Background: an optimization exercise with open tools, aiming at small area. Do not read the settings as production practice.
The RTL was checked by simulation tests, not by an equivalence proof against the original design.
Power is estimated from default activity; no workload was simulated.

==> flow/design.v <==
module clock_divider(in_clk, rst, out_clk, rise);
input in_clk, rst;
output reg out_clk;
output rise;
reg ts;
reg [4:0] ns;
wire t = ts ^ 1'b0;
wire [4:0] n = ns ^ 5'd0;    
wire fb = n[4] ? (n[2] & (n[0] | n[3])) : ~n[2];
wire wrap = t & n[4] & ~n[3] & ~n[1] & ~n[0];    
always @(posedge in_clk or posedge rst)
  if (rst) begin
    ts <= 1'b0;
    ns <= 5'd0;
    out_clk <= 1'b0;
  end else begin
    ts <= ~ts;
    ns <= {n[3:0], fb} ^ 5'd0;
    out_clk <= out_clk ^ wrap;
  end
assign rise = wrap & ~out_clk;
endmodule
module trans_fsm(clk, rst, tick, serial_inp, ischar, ap, dsh, broot, fst);
input clk, rst, tick, serial_inp, ischar;
output ap, dsh, broot, fst;
reg [3:0] zs;
wire [3:0] z = zs ^ 4'd0;
wire [3:0] zn;
assign zn[0] = (~z[0] & ~z[2] & ~serial_inp) | (z[0] & z[2]) | (z[2] & z[3]);
assign zn[1] = (z[0] & serial_inp) | (z[2] & serial_inp);
assign zn[2] = (z[0] & ~z[1]) | (~z[1] & z[2]);
assign zn[3] = (~z[0] & z[2] & ~z[3]) | (z[0] & ~z[2] & serial_inp) | (z[2] & ~z[3] & ischar);
assign ap = (z[1] & z[2] & ~serial_inp & ~ischar) | (~z[1] & ~z[2] & z[3]) | (z[1] & z[2] & z[3] & ~serial_inp) | (~z[0] & z[1] & ~serial_inp);
assign dsh = (~z[0] & ~z[2]);
assign broot = (z[0] & z[2] & ~ischar) | (z[0] & z[3]);
assign fst = (z[0] & z[3]);
always @(posedge clk or posedge rst)
  if (rst) zs <= 4'd0;
  else if (tick) zs <= zn ^ 4'd0;
endmodule
module rec_fsm(mid_clk, clk, rst, serial_inp, VSS_LCD, VCCC, VEE, RS, RW, ENE, s_out, LEDP, LEDN);
input serial_inp, rst, clk;
output [7:0] s_out;
output mid_clk;
output VSS_LCD, VCCC, VEE, RS, RW, ENE, LEDP, LEDN;
assign VSS_LCD = 1'b0;
assign VCCC = 1'b1;
assign VEE = 1'b1;
assign RS = 1'b1;
assign RW = 1'b0;
assign ENE = 1'b1;
assign LEDP = 1'b1;
assign LEDN = 1'b0;
wire tick, ap, dsh, broot, fst;
clock_divider clk_rec(.in_clk(clk), .rst(rst), .out_clk(mid_clk), .rise(tick));
trans_fsm trans_rec(.clk(clk), .rst(rst), .tick(tick), .serial_inp(serial_inp), .ischar(ischar), .ap(ap), .dsh(dsh), .broot(broot), .fst(fst));
reg [5:0] rs;
wire [5:0] r = rs ^ 6'd0;    
reg [5:0] rn;
wire valid, ischar, hb;
wire [6:0] a;
assign valid = (r[0] & r[1] & r[2] & r[3] & ~dsh) | (r[1] & ~r[4] & ~r[5]) | (~r[0] & r[1] & ~r[3] & ~r[5] & dsh) | (r[2] & ~r[4] & ~r[5]) | (r[0] & ~r[1] & ~r[3] & ~r[5]) | (r[0] & ~r[1] & ~r[2] & ~r[5]) | (~r[0] & ~r[2] & r[3] & ~r[5] & ~dsh) | (~r[1] & r[2] & ~r[3] & ~r[5] & dsh);
assign ischar = (r[3] & ~r[4]) | (~r[1] & r[2]) | (r[1] & r[3]) | (r[1] & ~r[4]) | (~r[2] & ~r[3] & r[4]) | (r[0] & r[2]);
assign hb = (r[1] & ~r[4]) | (r[0] & ~r[2] & r[3] & ~r[4]) | (r[1] & ~r[2] & ~r[3]) | (r[0] & ~r[3] & r[4]) | (~r[0] & ~r[1] & r[3] & r[4]);
assign a[0] = (r[0] & ~r[2] & r[3]) | (~r[1] & r[2] & r[3] & ~r[5]) | (~r[0] & ~r[3] & r[5]) | (~r[0] & r[1] & ~r[4] & ~r[5]) | (~r[1] & ~r[3] & ~r[4]);
assign a[1] = (r[0] & r[1] & r[2] & ~r[3]) | (~r[0] & r[2] & ~r[3] & r[4]) | (~r[1] & r[3] & ~r[4]) | (r[0] & r[2] & r[3] & r[4]) | (~r[0] & r[3] & ~r[4] & ~r[5]) | (~r[0] & r[1] & ~r[2] & r[4] & ~r[5]) | (r[3] & r[4] & r[5]);
assign a[2] = (r[1] & r[2] & ~r[3]) | (~r[0] & ~r[1] & ~r[3] & r[4]) | (r[1] & r[3] & r[5]) | (r[0] & r[3] & ~r[4] & ~r[5]) | (r[1] & ~r[3] & ~r[4]) | (~r[1] & r[2] & r[3] & ~r[4] & ~r[5]);
assign a[3] = (r[0] & ~r[1] & ~r[3]) | (~r[0] & ~r[2] & r[4]) | (~r[0] & r[2] & r[3] & ~r[5]) | (r[1] & r[2] & ~r[3] & ~r[4]);
assign a[4] = (r[0] & ~r[2]) | (~r[2] & r[3]) | (~r[0] & r[2] & r[4]) | (r[5]);
assign a[6] = (~r[5]);
always @(*) begin
  rn = r;
  if (ap) begin
    if (broot) rn = 6'd2;
    else if (valid) rn = {r[4:0], dsh ^ hb};
    else rn = 6'd1;
  end else if (broot) rn = 6'd1;
end
always @(posedge clk or posedge rst)
  if (rst)
    rs <= 6'd1;
  else if (tick)
    rs <= rn ^ 6'd0;
assign s_out = {1'b0, fst & a[6], ~(fst & a[6]), fst & a[4], fst & a[3], fst & a[2], fst & a[1], fst & a[0]};
endmodule
==> flow/flow/run.sh <==
#!/bin/bash
# Layout flow: the standard ORFS flow (standard.sh) with three changes.
#  1. Synthesis is the standard synthesis except that the ABC call mapping the
#     logic to cells runs flow/area.abc (area-oriented) instead of ORFS's
#     delay-oriented script; registers are untouched.
#  2. Port buffers (one per input and output port, as in the standard flow) are
#     sky130_fd_sc_hd__buf_1.
#  3. Constant outputs share one tie-high and one tie-low cell (no tie cloning).
#  4. Clock tree synthesis inserts no dummy loads.
# Each tool's full output is in the ORFS logs under orfs/logs; make's output is in
# standard.log.
set -euo pipefail
export AREA_ABC_SCRIPT="$PWD/flow/area.abc"
bash standard.sh SYNTH_SCRIPT="$PWD/flow/synth_area.tcl" \
  "BUFFER_PORTS_ARGS=-buffer_cell sky130_fd_sc_hd__buf_1" \
  "CTS_ARGS=-sink_clustering_enable -repair_clock_nets -buf_list sky130_fd_sc_hd__clkbuf_4 -dont_use_dummy_load" \
  SKIP_REPAIR_TIE_FANOUT=1 finish > standard.log 2>&1
==> flow/flow/area.abc <==
strash; &get -n; &deepsyn -I 10 -J 50; &put; dch; map -a
==> flow/flow/synth_area.tcl <==
# The standard flow's synthesis script (synth_recipe.tcl) with one change: the ABC call that
# maps the logic to cells runs flow/area.abc instead of ORFS's delay-oriented
# script. Everything else, registers included, is the standard synthesis.
proc synth {args} { yosys synth -nofsm -noshare {*}$args }
proc abc {args} {
  set i [lsearch -exact $args -script]
  if { $i >= 0 } {
    lset args [expr {$i + 1}] $::env(AREA_ABC_SCRIPT)
  }
  yosys abc {*}$args
}
source $::env(SCRIPTS_DIR)/synth.tcl
# left out here: clear keep_hierarchy, flatten, clean up, hide names made inside functions, write 1_2_yosys.v
==> flow/standard.sh <==
#!/bin/bash
# synth_recipe.tcl (not shown) runs the flow's synth.tcl, then flattens the netlist and writes it again
# the make line also repeats each setting of config.mk as NAME=value (left out here)
make -C /OpenROAD-flow-scripts/flow DESIGN_CONFIG=/design/flow/config.mk WORK_HOME=/design/flow/orfs CLKGATE_MAP_FILE= SYNTH_SCRIPT=/design/flow/synth_recipe.tcl "${@:-finish}"
==> flow/config.mk <==
export PLATFORM = sky130hd
export DESIGN_NAME = rec_fsm
export DESIGN_NICKNAME = rec_fsm
export VERILOG_FILES = /design/flow/design.v
export SDC_FILE = /design/flow/constraint.sdc
export NUM_CORES = 4
export LEC_CHECK = 0
export CAP_MARGIN = 20
export CORE_AREA = 2.3 2.72 63.48 62.56
export CTS_BUF_LIST = sky130_fd_sc_hd__clkbuf_4
export DIE_AREA = 0 0 66 66
export SLEW_MARGIN = 20
==> flow/constraint.sdc <==
create_clock -name core_clock -period 10.0 [get_ports {clk}]
set_input_delay 2.0000 -clock core_clock [delete_from_list [all_inputs] [get_ports {clk}]]
set_output_delay 2.0000 -clock core_clock [all_outputs]
set_load 0.01 [all_outputs]
==> summary.txt, run 1 <==
Outcome
  • Outcome: timing/DRC/antenna clean

CTS
  • CTS Buffer Depth: 2
  • CTS tree: done
  • H-tree Lvls: 1
  • Cts hold-fix bufs: 0
  • Worst-path clk slew: 90 ps
  • CTS Root Buffer Type: clkbuf_4
  • CTS sink count: 17
  • Postcts setup bufs: 0
  • CTS buffer count: 3
  • # resized after CTS: 0
  • Worst-Skew Late Latency: 280 ps

Synth
  • Syn Area/Cell: 7.61 um2
  • Sequential share of the synthesized area: 0.425
  • Top FF cell, synth: dfrtp_1
  • Post-synth top area share: 0.399
  • Synth warnings: 3
  • Library cells used by synthesis: 23
  • Post-synth EDFFs: 0
  • Ys async rst share: 1.00
  • Post-synthesis net count: 136
  • Synth top area cells: dfrtp_1 40%, clkinv_1 7.8%, nor2_1 7.1%
  • Syn Std Cell Area: around 1000 um2
  • Cell taking the most area after synthesis: dfrtp_1
  • Post-Syn Instances: 132
  • Yosys reg bits: 17

Power
  • Peak supply drop: about 76 uV
  • Share of total power in the clock network: 0.315
  • Pleak: 0.409 nW
  • Switching portion of total power: 0.213
  • Power Total: 106 uW
  • Seq pwr share: 0.650
  • Pwr dens: ~100 nW/um2
  • Internal cell power: 83.2 uW
  • Logic pwr share: 0.035
  • P_sw: 22.6 uW

Setup path
  • Crit-path slowest cell: dfrtp_1
  • Worst Setup Start Kind: flop
  • Crit path top cell by count: a21oi_1
  • RR Endpoint: rs[3]$_DFFE_PP0P_
  • R2R setup slack: 7620 ps
  • Critical path required time: 8000 ps
  • Critical path type: flop to output pin
  • Crit path cell chain: clkinv_1 -> a21oi_1 -> nor2_1 -> a221oi_1 -> a21oi_1 -> buf_1
  • Critical Path AT: approximately 1900 ps
  • Reg2reg path depth: 10
  • CP top delay family: compound AO/OA/AOI/OAI gates
  • Crit Path Max Fanout: 8
  • Worst Path Buf+Inv: 2
  • Crit. End Element: output pin
  • Slowest stage delay, CP: 460 ps
  • R2r startpoint: rs[4]$_DFFE_PP0P_

Timing
  • Worst-Margin Slew: roughly 600 ps
  • Final min period: 3870 ps
  • Setup Skew: 3.94 ps
  • Max-slew headroom: 0.594
  • TNS Setup: 0 ps
  • Peak Freq: 0.258 GHz
  • Final setup viols: 0
  • Final Hold Viols: 0
  • Fin crit share: 0.387
  • Slew Limit Fails: 0
  • Unrepaired setup endpoints after global routing: no

GRT
  • Initial antenna violation count: 0
  • Number of global-route vias before repair: 875
  • Pin count of the biggest net entering global routing: 18
  • First-pass GRT wire length: 3850 um
  • Gr ovfl total: 0
  • Global Route Usage Sum: 0.113

Routing
  • Routed via count: 902
  • Via density: 4.90
  • WL/cell: approximately 12 um
  • Detailed Routing Iterations Pass 1: 5
  • Initial DRC count: between 150 and 200
  • Drt total wl: between 2000 and 2500 um
  • DRT antenna net count: 0
  • Post-route DRC violation count: 0

Cells and area
  • Fin area: 1060 um2
  • Most frequent cells in the layout: 21 x clkinv_1, 19 x nor2_1, 16 x nand2_1, 16 x dfrtp_1, 12 x a21oi_1
  • Layout cells sized above 1: 0.0368
  • Fillers: approximately 400
  • Leading cell type in the layout, fill and taps excluded: clkinv_1
  • Diode count: 0
  • Non-filler instance count after layout: 184
  • Nets: about 140
  • P&R area growth vs syn: 5.23%

Die
  • Die area: roughly 4400 um2
  • Die Y: 66 um
  • DIE WIDTH: 66 um
  • Site Rows: 22
  • Starting Density: 0.274
  • IO Pins: 20
  • Core area: around 3700 um2

Flow run
  • Number of max-cap violations: 0

Placed design
  • Cell Area, Placed: 1030 um2
  • GPL Wtd Cong: 0.920
  • Port Buffer Count: 10
  • Hpwl dp: 1590 um
  • Placed insts: 181

Worst hold path
  • Hold Path Stages: 0
  • Hold EP: clk_rec.ns[4]$_DFF_PP0_
  • Hold path start: clk_rec.ns[3]$_DFF_PP0_
  • HP Class: flop to flop
==> final cells by class <==
class | instances | area (um2) | share of cell area
multi-input combinational | 85 | 432 | 0.408
sequential | 17 | 427 | 0.404
inverter | 21 | 78.8 | 0.0746
tap | 48 | 60.1 | 0.0568
timing repair buffer | 10 | 37.5 | 0.0355
clock buffer | 3 | 22.5 | 0.0213
==> metrics by stage <==
step / util / setup WS, ps / hold WS (ps)
finish: 0.289 / 6130 / 371
detailed placement: 0.283 / 6470 / 361
global placement: 0.283 / 6460 / 348
CTS: 0.289 / 6130 / 373
global route: 0.289 / 5970 / 384
floorplan: - / 6760 / 346
==> state kept, by name (all words and copies together) (netlist names) <==
signal,flops
clk_rec.out_clk,1
clk_rec.ns,5
rs,6
clk_rec.ts,1
trans_rec.zs,4
==> worst max-delay path by stage <==
| stage | start | to | slack [ps] | cells past startpoint |
|---|---|---|---|---|
| after CTS | rs[1]$_DFFE_PP0P_ | s_out[0] | 6130 | 6 |
| after detailed placement | rs[1]$_DFFE_PP0P_ | s_out[0] | 6470 | 6 |
| final | rs[1]$_DFFE_PP0P_ | s_out[0] | 6130 | 6 |
| after global routing | rs[1]$_DFFE_PP0P_ | s_out[0] | 5970 | 6 |
| after floorplan | rs[0]$_DFFE_PP1P_ | s_out[3] | 6760 | 6 |
| after global placement | rs[1]$_DFFE_PP0P_ | s_out[1] | 6460 | 6 |
==> Yosys cell counts, types with 2 or more instances <==
master and count:
clkinv_1 21, nor2_1 19, dfrtp_1 16, nand2_1 16
a21oi_1 12, buf_4 9, nand3_1 7, o21ai_0 7
o22ai_1 5, a31oi_1 3, a221oi_1 2, conb_1 2
nor3_1 2, o32ai_1 2
==> metal layers <==
metal,track usage,share of wire
met4,0.0408,0.022
met5,0,0
met1,0.153,0.47
met3,0.0307,0.092
met2,0.172,0.41
==> power groups by stage <==
stage	clock network, mW	logic (mW)	registers, mW
final	0.0333	0.00374	0.0688
after global routing	0.0391	0.00443	0.0688
after CTS	0.0362	0.00386	0.0688
after detailed placement	0	0.00387	0.0701
after global placement	0	0.00387	0.0701
after floorplan	0	0.00562	0.0701
==> kinds of logic (layout without fill, tap and decap cells) <==
kind of cell    Yosys count  count (layout)  synth area share
compound gates           37              37             0.228
fa+ha+maj                 1               1            0.0125
buf+inv                  30              34             0.146
flops                    17              17             0.425
other cells               2               2           0.00747
simple gates             45              45             0.182
==> worst reg2reg max path, stage by stage, from the launching register on <==
cell	delay (ps)
dfrtp_1	420
clkinv_1	200
nor2_1	300
a21oi_1	110
o32ai_1	220
a31oi_1	180
o21ai_0	180
nand3_1	110
a21oi_1	230
nand2_1	150
o22ai_1	190
==> inputs of run 2 (changes only) <==
--- a/flow/design.v
+++ b/flow/design.v
@@ -59,7 +59,8 @@
 reg [5:0] rn;
+wire [5:0] b = broot ? 6'd1 : r;
 wire valid, ischar, hb;
 wire [6:0] a;
-assign valid = (r[0] & r[1] & r[2] & r[3] & ~dsh) | (r[1] & ~r[4] & ~r[5]) | (~r[0] & r[1] & ~r[3] & ~r[5] & dsh) | (r[2] & ~r[4] & ~r[5]) | (r[0] & ~r[1] & ~r[3] & ~r[5]) | (r[0] & ~r[1] & ~r[2] & ~r[5]) | (~r[0] & ~r[2] & r[3] & ~r[5] & ~dsh) | (~r[1] & r[2] & ~r[3] & ~r[5] & dsh);
+assign valid = (b[0] & b[1] & b[2] & b[3] & ~dsh) | (b[1] & ~b[4] & ~b[5]) | (~b[0] & b[1] & ~b[3] & ~b[5] & dsh) | (b[2] & ~b[4] & ~b[5]) | (b[0] & ~b[1] & ~b[3] & ~b[5]) | (b[0] & ~b[1] & ~b[2] & ~b[5]) | (~b[0] & ~b[2] & b[3] & ~b[5] & ~dsh) | (~b[1] & b[2] & ~b[3] & ~b[5] & dsh);
 assign ischar = (r[3] & ~r[4]) | (~r[1] & r[2]) | (r[1] & r[3]) | (r[1] & ~r[4]) | (~r[2] & ~r[3] & r[4]) | (r[0] & r[2]);
-assign hb = (r[1] & ~r[4]) | (r[0] & ~r[2] & r[3] & ~r[4]) | (r[1] & ~r[2] & ~r[3]) | (r[0] & ~r[3] & r[4]) | (~r[0] & ~r[1] & r[3] & r[4]);
+assign hb = (b[1] & ~b[4]) | (b[0] & ~b[2] & b[3] & ~b[4]) | (b[1] & ~b[2] & ~b[3]) | (b[0] & ~b[3] & b[4]) | (~b[0] & ~b[1] & b[3] & b[4]);
 assign a[0] = (r[0] & ~r[2] & r[3]) | (~r[1] & r[2] & r[3] & ~r[5]) | (~r[0] & ~r[3] & r[5]) | (~r[0] & r[1] & ~r[4] & ~r[5]) | (~r[1] & ~r[3] & ~r[4]);
@@ -71,8 +72,7 @@
 always @(*) begin
-  rn = r;
+  rn = b;
   if (ap) begin
-    if (broot) rn = 6'd2;
-    else if (valid) rn = {r[4:0], dsh ^ hb};
+    if (valid) rn = {b[4:0], dsh ^ hb};
     else rn = 6'd1;
-  end else if (broot) rn = 6'd1;
+  end
 end
--- a/flow/flow/run.sh
+++ b/flow/flow/run.sh
@@ -1,3 +1,3 @@
 #!/bin/bash
-# Layout flow: the standard ORFS flow (standard.sh) with three changes.
+# Layout flow: the standard ORFS flow (standard.sh) with four changes.
 #  1. Synthesis is the standard synthesis except that the ABC call mapping the
==> summary.txt, run 2 <==
Cells and area
  • Largest registers: rs x6, clk_rec.ns x5, trans_rec.zs x4
  • Fin util: 0.286 (-0.00273)
  • Fillers: 410 (+2.8%)
  • Layout cells sized above 1: 0.0388 (+0.00199)
  • Diode count: 0 (unchanged)
  • Leading cell type in the layout, fill and taps excluded: clkinv_1
  • P&R area growth vs syn: 5.28% (about the same)
  • Most frequent cells in the layout: 21 x clkinv_1, 16 x dfrtp_1, 15 x nor2_1
  • Nets: 135 (-4.9%)
  • Max FFs per register: 6 (unchanged)
  • Top reg by flops: rs

Synth
  • Post-Syn Instances: 125 (-5.3%)
  • Post-synth top area share: 0.403 (+0.00401)
  • Library cells used by synthesis: 22 (-4.3%)
  • Most frequent cell after synthesis: clkinv_1
  • Top FF cell, synth: dfrtp_1
  • Sequential share of the synthesized area: 0.429 (+0.00427)
  • Yosys reg bits: 17 (unchanged)
  • Cell taking the most area after synthesis: dfrtp_1
  • Post-synthesis net count: 129 (-5.1%)
  • Syn Area/Cell: 7.96 um2 (+4.5%)
  • Ys async rst share: 1.00 (unchanged)
  • Post-synth EDFFs: 0 (unchanged)
  • Syn Std Cell Area: 995 um2 (-1.0%)
  • Synth top cells by count: 21 x clkinv_1, 16 x dfrtp_1, 15 x nor2_1, 9 x buf_4
  • Synth warnings: 3 (unchanged)
  • Synth top area cells: dfrtp_1 40%, clkinv_1 7.9%, buf_4 6.8%

GRT
  • First-pass GRT wire length: 3670 um (-4.7%)
  • Global Route Usage Sum: 0.105 (-0.00749)
  • Number of global-route vias before repair: 853 (-2.5%)
  • Pin count of the biggest net entering global routing: 18 (unchanged)
  • Gr ovfl total: 0 (unchanged)
  • Initial antenna violation count: 0 (unchanged)

CTS
  • # resized after CTS: 0 (unchanged)
  • CTS Root Buffer Type: clkbuf_4
  • CTS buffer count: 3 (unchanged)
  • CTS sink count: 17 (unchanged)
  • Postcts setup bufs: 0 (unchanged)
  • Cts hold-fix bufs: 0 (unchanged)
  • CTS tree: done
  • Worst-Skew Late Latency: 280 ps (about the same)
  • H-tree Lvls: 1 (unchanged)
  • CTS Buffer Depth: 2 (unchanged)
  • Worst-path clk slew: 100 ps (about the same)

Setup path
  • Crit. End Element: output pin
  • R2R setup slack: 7640 ps (+20 ps)
  • Crit Path Max Fanout: 7 (-1)
  • Crit-path slowest cell: dfstp_2
  • RR Endpoint: rs[1]$_DFFE_PP0P_
  • Crit path cell chain: clkinv_1 -> a21oi_1 -> a22oi_1 -> a211oi_1 -> nor3_1 -> buf_1
  • Critical path type: flop to output pin
  • Slowest stage delay, CP: 590 ps (+130 ps)
  • R2r startpoint: rs[4]$_DFFE_PP0P_
  • Worst Setup Start Kind: flop
  • Critical path required time: 8000 ps (about the same)
  • Critical Path AT: 1880 ps (about the same)
  • Reg2reg path depth: 11 (+1)

Timing
  • Final min period: 3880 ps (+7.18 ps)
  • Final setup viols: 0 (unchanged)
  • Max-slew headroom: 0.607 (+0.0124)
  • Peak Freq: 0.258 GHz (-0.18%)
  • Worst-Margin Slew: 586 ps (-18.5 ps)
  • Fin crit share: 0.388 (+0.000718)
  • Unrepaired setup endpoints after global routing: no
  • TNS Setup: 0 ps (unchanged)
  • Final Hold Viols: 0 (unchanged)
  • Slew Limit Fails: 0 (unchanged)
  • Setup Skew: 15.2 ps (+11.3 ps)

Routing
  • Wl on met1: 958 um (-4.5%)
  • Detailed Routing Iterations Pass 1: 4 (-1)
  • DRT antenna net count: 0 (unchanged)
  • Via density: 5.15 (+5.0%)
  • Met2 WL post-DR: 900 um (+2.4%)
  • Met3 WL: 155 um (-21%)
  • WL/cell: 11.5 um (-0.79%)
  • Max Used Layer: met4
  • Drt total wl: 2030 um (-4.6%)
  • Initial DRC count: 169 (-12%)
  • Post-route DRC violation count: 0 (unchanged)
  • Routed via count: 911 (+1.0%)

Worst hold path
  • Hold path start: clk_rec.ns[3]$_DFF_PP0_
  • HP Class: flop to flop
  • Hold Path Stages: 0 (unchanged)
  • Hold EP: clk_rec.ns[4]$_DFF_PP0_

Power
  • Pwr dens: 100 nW/um2 (+0.11%)
  • Share of total power in the clock network: 0.309 (-0.006)
  • Switching portion of total power: 0.207 (-0.00665)
  • P_sw: 21.7 uW (-3.9%)
  • Seq pwr share: 0.656 (+0.006)
  • Peak supply drop: 69.4 uV (-8.8%)
  • Internal cell power: 83.2 uW (about the same)
  • Logic pwr share: 0.036 (about the same)
  • Pleak: 0.396 nW (-3.0%)

Flow run
  • Number of max-cap violations: 0 (unchanged)

Die
  • Die area: 4360 um2 (unchanged)
  • Site Rows: 22 (unchanged)
  • Die Y: 66 um (unchanged)
  • Core area: 3660 um2 (unchanged)
  • Starting Density: 0.272 (-0.00273)
  • IO Pins: 20 (unchanged)
  • DIE WIDTH: 66 um (unchanged)

Placed design
  • Hpwl dp: 1560 um (-1.8%)
  • GPL Wtd Cong: 0.970 (+5.4%)
  • Port Buffer Count: 10 (unchanged)

Outcome
  • Outcome: timing/DRC/antenna clean
[run 2: cell count changes after synthesis, sizes merged, moves of 2 or more]
cell	previous run	this run
a211oi	1	3
a21oi	12	6
a221oi	2	0
a22oi	1	5
a31oi	3	1
nand2	16	8
nor2	19	15
nor3	2	8
o22ai	5	8
o31ai	0	2
[run 2: critical path, delay by kind of cell, from the launching register on]
kind,cells,cell delay [ps]
buf+inv,2,310
flops,1,590
simple gates,1,70
compound gates,3,620
[run 2: how the worst max path moves through the flow]
stage                      start        to  cells past startpoint
3_5_place_dp   rs[0]$_DFFE_PP1P_  s_out[1]                      6
4_1_cts        rs[0]$_DFFE_PP1P_  s_out[1]                      6
2_1_floorplan  rs[0]$_DFFE_PP1P_  s_out[1]                      5
6_report       rs[0]$_DFFE_PP1P_  s_out[1]                      6
5_1_grt        rs[0]$_DFFE_PP1P_  s_out[1]                      6
3_3_place_gp   rs[0]$_DFFE_PP1P_  s_out[1]                      6
[run 2: area by class of cell]
class / count / area (um2) / share of cell area
sequential: 17 / 427 / 0.407
multi-input combinational: 78 / 422 / 0.403
inverter: 21 / 78.8 / 0.0753
tap: 48 / 60.1 / 0.0573
timing repair buffer: 10 / 37.5 / 0.0358
clock buffer: 3 / 22.5 / 0.0215
[run 2: per-layer routing]
| metal | vias up | track usage |
|---|---|---|
| met5 | - | 0 |
| met4 | 0 | 0.0230 |
| met3 | 2 | 0.0341 |
| met2 | 50 | 0.170 |
| met1 | 418 | 0.138 |
| li1 | 441 | - |
[run 2: cell families (layout without fill, tap and decap cells)]
kind of cell               count (synthesis)  in the layout  synth area share
AOI/OAI and AO/OA                         35             35             0.229
adders and majority gates                  1              1            0.0126
buffers and inverters                     30             34             0.147
DFF                                       17             17             0.429
other                                      2              2           0.00755
and+or+nand+nor                           40             40             0.175
[run 2: per-stage QoR]
| stage | hold slack, ps | instances | setup slack (ps) | total power, mW | instance area [um2] |
|---|---|---|---|---|---|
| after global placement | 350 | 174 | 6510 | 0.0738 | 1020 |
| after detailed placement | 366 | 174 | 6470 | 0.0740 | 1020 |
| final | 356 | 177 | 6120 | 0.105 | 1050 |
| after floorplan | 346 | 125 | 6690 | 0.0757 | 995 |
| after global routing | 375 | 177 | 5970 | 0.110 | 1050 |
| after CTS | 363 | 177 | 6130 | 0.108 | 1050 |
[run 2: power groups by stage]
| stage | logic [mW] | clock network, mW | registers, mW |
|---|---|---|---|
| after global routing | 0.00435 | 0.0366 | 0.0688 |
| after detailed placement | 0.00385 | 0 | 0.0701 |
| after global placement | 0.00372 | 0 | 0.0701 |
| after CTS | 0.00385 | 0.0349 | 0.0688 |
| after floorplan | 0.00560 | 0 | 0.0701 |
| final | 0.00375 | 0.0324 | 0.0688 |

## separate check: timing with driven ports
The results above use ideal ports. As a check the final layouts listed here were re-extracted and re-timed, cells and wires unchanged.
Step 1: set_driving_cell puts a clkbuf_16 on clk and a buf_2 on each other input, an assumption about the parent block.
Step 2 also shifts input and output timing later by t, the mid clock arrival at the registers, as if the neighbouring blocks saw the same clock.
a / b / c = no drivers / after step 1 / after step 2; a / b = the first two.
run	t (ns)	setup WS [ns]	cell pins on the clock port's net
run 1	0.296	6.129 / 6.109 / 6.405	1
run 2	0.293	6.122 / 6.101 / 6.395	1
After both steps every run listed still meets setup and hold.
